Context: an optimization exercise on an open-source flow, tuned for small area, a short achievable clock period and few clock cycles. The choices shown serve that exercise and are no tape-out recipe. In this exercise RTL edits were held to simulation tests only and were not proved equivalent to the original.

==> flow/design.v (outline; a module is shown in full before it is edited, if it fits) <==
// module Divider16t: 98 lines
// module MultDiv: 3118 lines
// module muldiv_unit: 71 lines
module muldiv_unit (
    input               clk,
    input               resetn,
    input               req_valid,
    output              req_ready,
    input       [2:0]   req_op,      
    input       [31:0]  req_a,
    input       [31:0]  req_b,
    input       [31:0]  req_hi,      
    input       [31:0]  req_lo,
    output              resp_valid,
    output      [31:0]  resp_hi,
    output      [31:0]  resp_lo
);
  // ...
==> flow/run.sh <==
#!/bin/bash
# synth_recipe.tcl (not shown) runs the flow's synth.tcl, then flattens the netlist and writes it again
# the make line also repeats each setting of config.mk as NAME=value (left out here)
make -C /OpenROAD-flow-scripts/flow DESIGN_CONFIG=/design/flow/config.mk WORK_HOME=/design/flow/orfs CLKGATE_MAP_FILE= SYNTH_SCRIPT=/design/flow/synth_recipe.tcl finish
==> flow/config.mk <==
export PLATFORM = sky130hd
export DESIGN_NAME = muldiv_unit
export DESIGN_NICKNAME = muldiv_unit
export VERILOG_FILES = /design/flow/design.v
export SDC_FILE = /design/flow/constraint.sdc
export NUM_CORES = 8
export LEC_CHECK = 0
export CAP_MARGIN = 20
export CORE_MARGIN = 2
export CORE_UTILIZATION = 40
export SLEW_MARGIN = 20
==> flow/constraint.sdc <==
create_clock -name core_clock -period 20.0 [get_ports {clk}]
set_input_delay 4.0000 -clock core_clock [delete_from_list [all_inputs] [get_ports {clk}]]
set_output_delay 4.0000 -clock core_clock [all_outputs]
set_load 0.01 [all_outputs]
==> summary.md, run 1 <==
| Metric | Value |
|---|---|
| First-pass GRT wire length | `~340 mm` |
| CP Max Fanout | `40` |
| CTS tree | `done` |
| Cell taking the most area after synthesis | `fa_1` |
| Largest family of logic cells by synthesized area | `adder cells` |
| Final ANT Viol Nets | `0` |
| DR DRC count | `0` |
| Antenna Cells | `0` |
| Largest register FFs | `64` |
| CP Depth | `34` |
| DRT Pass-1 Iters | `6` |
| Cell types occupying the most area after synthesis | `fa_1 (19%), edfxtp_1 (14%), xnor2_1 (11%)` |
| Die Span X | `383 um` |
| Worst path bufs/invs | `7` |
| Pre-CTS setup slack | `roughly 10000 ps` |
| Non-filler cells in the finished layout | `roughly 8.5k` |
| Die area | `about 0.15 mm^2` |
| Die Ht | `~380 um` |
| Simple-Gate Fraction of Synth Area | `around a tenth` |
| ClkCell Share | `~2.4%` |
| Post-synthesis mux area share | `less than 1%` |
| CP most frequent cell | `ha_1` |
| Outcome | `finished clean` |
Testbench counts, summed over its fixed seeds: cycles 6,101.
==> module Divider16t, before the edit <==
module Divider16t (
    input               clk,
    input               resetn,
    input               start,       
    input               sgn,         
    input       [31:0]  a,
    input       [31:0]  b,
    output              idle,        
    output              wr,          
    output      [63:0]  res          
);
    localparam S_IDLE = 2'd0, S_ITER = 2'd1, S_POST = 2'd2;
    reg [1:0]   state;
    reg [3:0]   cnt;
    reg [31:0]  rr, qq;          
    reg [31:0]  dd;              
    reg [33:0]  d3;              
    reg         q_neg, r_neg;
    function [5:0] clz32;
        input [31:0] v;
        integer i;
        reg found;
        begin
            clz32 = 6'd32;
            found = 1'b0;
            for (i = 31; i >= 0; i = i - 1)
                if (!found && v[i]) begin
                    clz32 = 31 - i;
                    found = 1'b1;
                end
        end
    endfunction
    wire        a_neg = sgn & a[31];
    wire        b_neg = sgn & b[31];
    wire [31:0] aa = a_neg ? -a : a;
    wire [31:0] ab = b_neg ? -b : b;
    wire [5:0]  za = clz32(aa);
    wire [5:0]  zb = clz32(ab);
    wire        qzero = za > zb;                 
    wire [5:0]  nq = zb - za + 6'd1;             
    wire [3:0]  kq0 = (nq + 6'd3) >> 2;          
    wire [3:0]  kq = kq0[3] ? 4'd8 : kq0;
    wire [2:0]  sh = 3'd0 - kq[2:0];             
    wire [63:0] w0 = {32'd0, aa} << {sh, 2'b00};
    function [33:0] r4;      
        input [31:0] r;
        input [1:0]  nb;
        input [31:0] d;
        input [33:0] dx3;
        reg [33:0] x;
        reg [34:0] t1, t2, t3;
        begin
            x  = {r, nb};
            t1 = {1'b0, x} - {3'b0, d};
            t2 = {1'b0, x} - {2'b0, d, 1'b0};
            t3 = {1'b0, x} - {1'b0, dx3};
            if (!t3[34])      r4 = {t3[31:0], 2'd3};
            else if (!t2[34]) r4 = {t2[31:0], 2'd2};
            else if (!t1[34]) r4 = {t1[31:0], 2'd1};
            else              r4 = {x[31:0], 2'd0};
        end
    endfunction
    wire [33:0] st1 = r4(rr, qq[31:30], dd, d3);
    wire [33:0] st2 = r4(st1[33:2], qq[29:28], dd, d3);
    assign idle = state == S_IDLE;
    assign wr   = (start && qzero) || state == S_POST;
    wire [31:0] rem_f = r_neg ? -rr : rr;
    wire [31:0] quo_f = q_neg ? -qq : qq;
    assign res  = state == S_POST ? {rem_f, quo_f} : {a, 32'd0};
    always @(posedge clk) begin
        if (!resetn) begin
            state <= S_IDLE;
        end
        else begin
            case (state)
                S_IDLE: if (start && !qzero) state <= S_ITER;
                S_ITER: if (cnt == 4'd1) state <= S_POST;
                default: state <= S_IDLE;
            endcase
        end
    end
    always @(posedge clk) begin
        if (state == S_IDLE) begin
            cnt   <= kq;
            rr    <= w0[63:32];
            qq    <= w0[31:0];
            dd    <= ab;
            d3    <= {2'b0, ab} + {1'b0, ab, 1'b0};
            q_neg <= a_neg ^ b_neg;
            r_neg <= a_neg;
        end
        else if (state == S_ITER) begin
            cnt   <= cnt - 4'd1;
            rr    <= st2[33:2];
            qq    <= {qq[27:0], st1[1:0], st2[1:0]};
        end
    end
endmodule
==> module muldiv_unit, before the edit <==
module muldiv_unit (
    input               clk,
    input               resetn,
    input               req_valid,
    output              req_ready,
    input       [2:0]   req_op,      
    input       [31:0]  req_a,
    input       [31:0]  req_b,
    input       [31:0]  req_hi,      
    input       [31:0]  req_lo,
    output              resp_valid,
    output      [31:0]  resp_hi,
    output      [31:0]  resp_lo
);
    reg         ir_valid;
    reg [2:0]   ir_op;
    reg [31:0]  ir_a, ir_b, ir_hi, ir_lo;
    reg         out_valid;
    reg [63:0]  out_res;
    wire        ir_div = !ir_op[2] && ir_op[1];
    wire        ir_sgn = !ir_op[0];
    wire        ir_sub = ir_op[2] && ir_op[1];
    wire        div_idle, div_wr;
    wire [63:0] div_res, mac_res;
    wire        mul_issue = ir_valid && !ir_div && div_idle;
    wire        div_issue = ir_valid &&  ir_div && div_idle;
    wire        consume   = mul_issue || div_issue;
    assign req_ready  = !ir_valid || consume;
    assign resp_valid = out_valid;
    assign resp_hi    = out_res[63:32];
    assign resp_lo    = out_res[31:0];
    always @(posedge clk) begin
        if (!resetn) begin
            ir_valid  <= 1'b0;
            out_valid <= 1'b0;
        end
        else begin
            ir_valid  <= req_ready ? req_valid : ir_valid;
            out_valid <= mul_issue || div_wr;
        end
    end
    always @(posedge clk) begin
        if (req_ready) begin
            ir_op <= req_op;
            ir_a  <= req_a;
            ir_b  <= req_b;
            ir_hi <= req_op[2] ? req_hi : 32'd0;
            ir_lo <= req_op[2] ? req_lo : 32'd0;
        end
        out_res <= div_wr ? div_res : mac_res;
    end
    MultDiv u_mac (
        .a   ( ir_a            ),
        .b   ( ir_b            ),
        .x   ( {ir_hi, ir_lo}  ),
        .sgn ( ir_sgn          ),
        .sub ( ir_sub          ),
        .p   ( mac_res         )
    );
    Divider16t u_div (
        .clk    ( clk       ),
        .resetn ( resetn    ),
        .start  ( div_issue ),
        .sgn    ( ir_sgn    ),
        .a      ( ir_a      ),
        .b      ( ir_b      ),
        .idle   ( div_idle  ),
        .wr     ( div_wr    ),
        .res    ( div_res   )
    );
endmodule
==> run 2, diff against run 1 <==
--- a/flow/design.v
+++ b/flow/design.v
@@ -7,9 +7,10 @@
     input       [31:0]  a,
     input       [31:0]  b,
+    input               take,        
     output              idle,        
-    output              wr,          
+    output              done,        
     output      [63:0]  res          
 );
-    localparam S_IDLE = 2'd0, S_ITER = 2'd1, S_POST = 2'd2;
+    localparam S_IDLE = 2'd0, S_ITER = 2'd1, S_DONE = 2'd2;
     reg [1:0]   state;
     reg [3:0]   cnt;
@@ -64,30 +65,33 @@
     wire [33:0] st1 = r4(rr, qq[31:30], dd, d3);
     wire [33:0] st2 = r4(st1[33:2], qq[29:28], dd, d3);
+    wire        load = start && (state == S_IDLE || (state == S_DONE && take));
     assign idle = state == S_IDLE;
-    assign wr   = (start && qzero) || state == S_POST;
-    wire [31:0] rem_f = r_neg ? -rr : rr;
-    wire [31:0] quo_f = q_neg ? -qq : qq;
-    assign res  = state == S_POST ? {rem_f, quo_f} : {a, 32'd0};
+    assign done = state == S_DONE;
+    assign res  = {(rr ^ {32{r_neg}}) + {31'd0, r_neg},
+                   (qq ^ {32{q_neg}}) + {31'd0, q_neg}};
     always @(posedge clk) begin
         if (!resetn) begin
             state <= S_IDLE;
         end
+        else if (load) begin
+            state <= qzero ? S_DONE : S_ITER;
+        end
         else begin
             case (state)
-                S_IDLE: if (start && !qzero) state <= S_ITER;
-                S_ITER: if (cnt == 4'd1) state <= S_POST;
-                default: state <= S_IDLE;
+                S_ITER: if (cnt == 4'd1) state <= S_DONE;
+                S_DONE: if (take) state <= S_IDLE;
+                default: ;
             endcase
         end
     end
     always @(posedge clk) begin
-        if (state == S_IDLE) begin
+        if (load) begin
             cnt   <= kq;
-            rr    <= w0[63:32];
-            qq    <= w0[31:0];
+            rr    <= qzero ? a : w0[63:32];
+            qq    <= qzero ? 32'd0 : w0[31:0];
             dd    <= ab;
             d3    <= {2'b0, ab} + {1'b0, ab, 1'b0};
-            q_neg <= a_neg ^ b_neg;
-            r_neg <= a_neg;
+            q_neg <= !qzero && (a_neg ^ b_neg);
+            r_neg <= !qzero && a_neg;
         end
         else if (state == S_ITER) begin
@@ -3234,26 +3238,38 @@
     reg [2:0]   ir_op;
     reg [31:0]  ir_a, ir_b, ir_hi, ir_lo;
-    reg         out_valid;
-    reg [63:0]  out_res;
+    reg         or_full;         
+    reg         or_wait;         
+    reg [63:0]  or_res;
     wire        ir_div = !ir_op[2] && ir_op[1];
     wire        ir_sgn = !ir_op[0];
     wire        ir_sub = ir_op[2] && ir_op[1];
-    wire        div_idle, div_wr;
+    wire        div_idle, div_done;
     wire [63:0] div_res, mac_res;
-    wire        mul_issue = ir_valid && !ir_div && div_idle;
-    wire        div_issue = ir_valid &&  ir_div && div_idle;
+    wire        or_resp   = or_full && !or_wait;
+    wire        div_resp  = div_done && !or_resp;
+    wire        mul_issue = ir_valid && !ir_div && (!or_full || or_resp);
+    wire        div_issue = ir_valid &&  ir_div && (div_idle || div_resp);
     wire        consume   = mul_issue || div_issue;
+    wire        div_busy  = div_issue || !(div_idle || div_resp);
     assign req_ready  = !ir_valid || consume;
-    assign resp_valid = out_valid;
-    assign resp_hi    = out_res[63:32];
-    assign resp_lo    = out_res[31:0];
+    assign resp_valid = or_resp || div_resp;
+    assign resp_hi    = div_resp ? div_res[63:32] : or_res[63:32];
+    assign resp_lo    = div_resp ? div_res[31:0]  : or_res[31:0];
     always @(posedge clk) begin
         if (!resetn) begin
-            ir_valid  <= 1'b0;
-            out_valid <= 1'b0;
+            ir_valid <= 1'b0;
+            or_full  <= 1'b0;
+            or_wait  <= 1'b0;
         end
         else begin
-            ir_valid  <= req_ready ? req_valid : ir_valid;
-            out_valid <= mul_issue || div_wr;
+            ir_valid <= req_ready ? req_valid : ir_valid;
+            if (mul_issue) begin
+                or_full <= 1'b1;
+                or_wait <= div_busy;
+            end
+            else begin
+                if (or_resp) or_full <= 1'b0;
+                if (div_resp) or_wait <= 1'b0;
+            end
         end
     end
@@ -3266,5 +3282,6 @@
             ir_lo <= req_op[2] ? req_lo : 32'd0;
         end
-        out_res <= div_wr ? div_res : mac_res;
+        if (mul_issue)
+            or_res <= mac_res;
     end
     MultDiv u_mac (
@@ -3283,6 +3300,7 @@
         .a      ( ir_a      ),
         .b      ( ir_b      ),
+        .take   ( div_resp  ),
         .idle   ( div_idle  ),
-        .wr     ( div_wr    ),
+        .done   ( div_done  ),
         .res    ( div_res   )
     );
==> summary.md, run 2 <==
| Metric | Value |
|---|---|
| Layout cells sized above 1 | `4.88% (was 5.38%)` |
| Post-cts resize count | `0 (unchanged)` |
| Most frequent cell after synthesis | `inv_1 (unchanged)` |
| Worst-path clk slew | `70 ps (about the same)` |
| RePlAce Congestion | `0.978 (was 0.993)` |
| First-pass GRT wire length | `344 mm (was 340 mm)` |
| Die area | `0.151 mm^2 (was 0.147 mm^2)` |
| Seq. cell area | `0.0100 mm^2 (was 0.00935 mm^2)` |
| Setup Fix Bufs, Post-CTS | `0 (unchanged)` |
| Slew HR | `20.5% (was 23.2%)` |
| Clock Tree Root | `clkbuf_16 (unchanged)` |
| Final hold vios | `0 (unchanged)` |
| Core Rows | `140 (was 139)` |
| CORE AREA | `0.146 mm^2 (was 0.143 mm^2)` |
| Clock Skew | `80.1 ps (was 51.1 ps)` |
| Crit path launch type | `register (unchanged)` |
| Pin count of the biggest net entering global routing | `69 (was 113)` |
| Synthesis-stage register bit count | `335 (was 334)` |
| CP required | `20390 ps (was 20360 ps)` |
| Die Ht | `388 um (was 383 um)` |
| Final hold slack | `523 ps (was 538 ps)` |
| Top reg by flops | `or_res (was out_res)` |
| Post-synth net total | `7860 (was 7677)` |
| Largest register FFs | `64 (unchanged)` |
| Final HPWL from detailed placement | `176 mm (was 167 mm)` |
| Fill cells | `14.3k (was 14.0k)` |
| Commonest cells after routing, fill and taps aside | `inv_1 (841), xnor2_1 (770), fa_1 (553), a22oi_1 (517), o21ai_0 (385) (was inv_1 (830), xnor2_1 (721), fa_1 (553), a22oi_1 (514), ha_1 (380))` |
| YS warnings | `2 (unchanged)` |
| Total of max-cap violations | `0 (unchanged)` |
| Hold Crit Class | `reg -> reg (unchanged)` |
| Most used flip-flop cell after synthesis | `edfxtp_1 (unchanged)` |
| Routed wire length | `236 mm (was 233 mm)` |
| Initial DRC Count | `6108 (was 6142)` |
| CTS tree | `done (unchanged)` |
| Tcrit/Tclk final | `53.1% (was 50.3%)` |
| Initial antenna violation count | `15 (was 13)` |
| Non-filler cells in the finished layout | `8696 (was 8505)` |
| CTS Hold Bufs | `0 (unchanged)` |
| Die Span X | `388 um (was 383 um)` |
| DR DRC count | `0 (unchanged)` |
| Top cells by count, synth | `inv_1 (843), xnor2_1 (784), fa_1 (553) (was inv_1 (832), xnor2_1 (737), fa_1 (553))` |
| Cell Area, Placed | `0.0631 mm^2 (was 0.0615 mm^2)` |
| Drt wl/cell | `27.1 um (was 27.4 um)` |
| Tmin final | `10620 ps (was 10070 ps)` |
| Total negative slack | `0 ps (unchanged)` |
| Number of vias per cell | `6.09 (about the same)` |
| Dpl cells | `8614 (was 8421)` |
| Grt ovf | `0 (unchanged)` |
| Yosys top cell area share | `18.8% (was 19.3%)` |
| Vias | `52.9k (was 51.8k)` |
| Syn_area_per_cell | `8.69 um^2 (was 8.70 um^2)` |
| Multi-input logic area | `0.0444 mm^2 (was 0.0435 mm^2)` |
| Top flop regs | `or_res: 64 flops, u_div.d3: 34 flops (was out_res: 64 flops, u_div.d3: 34 flops)` |
| Total CTS buffers | `43 (was 45)` |
| Max clock buf depth | `3 (unchanged)` |
| FFs w/ async S/R, synth | `0% (unchanged)` |
| CTS H-Tree Depth | `2 (unchanged)` |
| Cell taking the most area after synthesis | `fa_1 (unchanged)` |
| Effective utilization at floorplan | `40.4% (was 40.1%)` |
| GRT Util Overall | `30.4% (was 31.1%)` |
| Nets | `7818 (was 7636)` |
| Outcome | `finished clean (unchanged)` |
| Number of I/O port buffers | `199 (unchanged)` |
| Post-Syn Instances | `6784 (was 6606)` |
| DRT Pass-1 Iters | `6 (unchanged)` |
| Area growth syn-to-layout | `9.45% (was 9.69%)` |
| Commonest non-fill, non-tap cell in the layout | `inv_1 (unchanged)` |
| Clock Latency Late Sink | `660 ps (was 680 ps)` |
| Clk sink count | `335 (was 334)` |
| Synthesized area | `0.0590 mm^2 (was 0.0574 mm^2)` |
| Final ANT Viol Nets | `0 (unchanged)` |
| CP Max Fanout | `33 (was 40)` |
| CP Class | `reg -> reg (unchanged)` |
| CP max stage cell | `ha_1 (was clkinv_1)` |
| Synth cell types | `99 (was 102)` |
| Least-Margin Pin Slew | `1180 ps (was 1140 ps)` |
| Final instance area | `0.0646 mm^2 (was 0.0630 mm^2)` |
| CP most frequent cell | `ha_1 (unchanged)` |
| # setup viols final | `0 (unchanged)` |
| RSZ-0062 raised after global routing | `false (unchanged)` |
| Slowest cell delay on critical path | `1140 ps (was 750 ps)` |
| Post-synth EDFFs | `330 (was 266)` |
| Max Slew Vio Count | `0 (unchanged)` |
| Sequential area share after synthesis | `17.0% (was 16.3%)` |
| Vias in the first global route | `52.1k (was 51.4k)` |
| F_max | `94.2 MHz (was 99.3 MHz)` |
| Cell types occupying the most area after synthesis | `fa_1 (19%), edfxtp_1 (17%), xnor2_1 (12%) (was fa_1 (19%), edfxtp_1 (14%), xnor2_1 (11%))` |
| Worst EP arrival | `11010 ps (was 10430 ps)` |
| Top Ports | `200 (unchanged)` |
| Critical Path Sink Type | `register (unchanged)` |
run 2: changes by cell type after synthesis, sizes merged, moves of 24 or more:
| cell | delta |
|---|---|
| o22ai | -25 |
| a21oi | +27 |
| o21ai | +76 |
| edfxtp | +64 |
| a21o | -28 |
| nand2 | +39 |
| xor2 | -24 |
| xnor2 | +47 |
| dfxtp | -63 |
run 2: area by class of cell:
class,instances,share of cell area (%)
Timing Repair Buffer,340,4.72
Tap cell,1917,3.72
Inverter,860,5.00
Clock inverter,27,0.560
Antenna cell,3,0.0116
Sequential cell,335,15.5
Multi-Input combinational cell,5162,68.8
Clock buffer,52,1.72
run 2: routing by layer:
| layer | share of wire, % | track usage [%] | vias to the layer above |
|---|---|---|---|
| li1 | - | - | 23400 |
| met3 | 10 | 6.79 | 652 |
| met4 | 5.8 | 14.9 | 10 |
| met5 | 0.029 | 0 | - |
| met2 | 44 | 47.0 | 2914 |
| met1 | 40 | 40.0 | 26000 |
run 2: through the flow:
stage | util, % | setup slack (ps)
after floorplan | - | 11390
after global placement | 43.2 | 9610
after detailed placement | 43.2 | 9530
after CTS | 44.2 | 9500
after global routing | 44.2 | 8590
final | 44.2 | 9380
run 2: path summary, 6_finish.rpt:
path	depth (start not counted)	start	to	slack [ps]
max reg2reg	30	ir_b[0]$_DFFE_PP_	u_div.rr[11]$_DFFE_PP_	9380
min reg2reg	2	or_full$_SDFFE_PN0P_	or_full$_SDFFE_PN0P_	520
max	30	ir_b[0]$_DFFE_PP_	u_div.rr[11]$_DFFE_PP_	9380
min	2	or_full$_SDFFE_PN0P_	or_full$_SDFFE_PN0P_	520
run 2: logic make-up (layout without fill, tap and decap cells):
kind of cell | after synthesis | count (layout) | share of synthesized area (%)
and+or+nand+nor | 1272 | 1272 | 10.7
other | 0 | 3 | 0
AOI/OAI and AO/OA | 1928 | 1928 | 21.8
DFF | 335 | 335 | 17.0
adders and majority gates | 942 | 942 | 27.0
muxes | 53 | 53 | 0.914
buffers and inverters | 1287 | 1279 | 8.24
xor gates and xnor gates | 967 | 967 | 14.4
run 2: critical path, delay by kind of cell, from the launching register on:
family                   cells  cell delay, ps
AO/OA/AOI/OAI                7            1330
flip-flops                   1             540
adder cells (fa/ha/maj)      5            2310
AND/OR/NAND/NOR             11            3340
multiplexers                 1             490
buffers and inverters        4            1710
XOR/XNOR                     2             660
Testbench counts of run 2, summed over its fixed seeds: cycles 5,426.

## static timing again, ports no longer ideal
How much do the figures lean on ideal ports? The routed layouts below were timed once more, with nothing changed but the port constraints.
Step 1 assumes that a clkbuf_16 drives the clock port and a buf_2 every other input.
Step 2 moves the port delays by t, midway between the first and last clock arrival at a register: inputs arrive t later, outputs are due t later. That takes back most of the time a late clock gives input paths.
Slacks: no drivers / after step 1 / after step 2; pairs: no drivers / after step 1.
| run | t, ns | setup slack, ns | worst data-port slew with drivers (ns) |
|---|---|---|---|
| run 1 | 0.738 | 9.931 / 9.931 / 9.931 | 0.07 |
| run 2 | 0.695 | 9.385 / 9.385 / 9.385 | 0.05 |
After both steps every run listed still meets setup and hold.
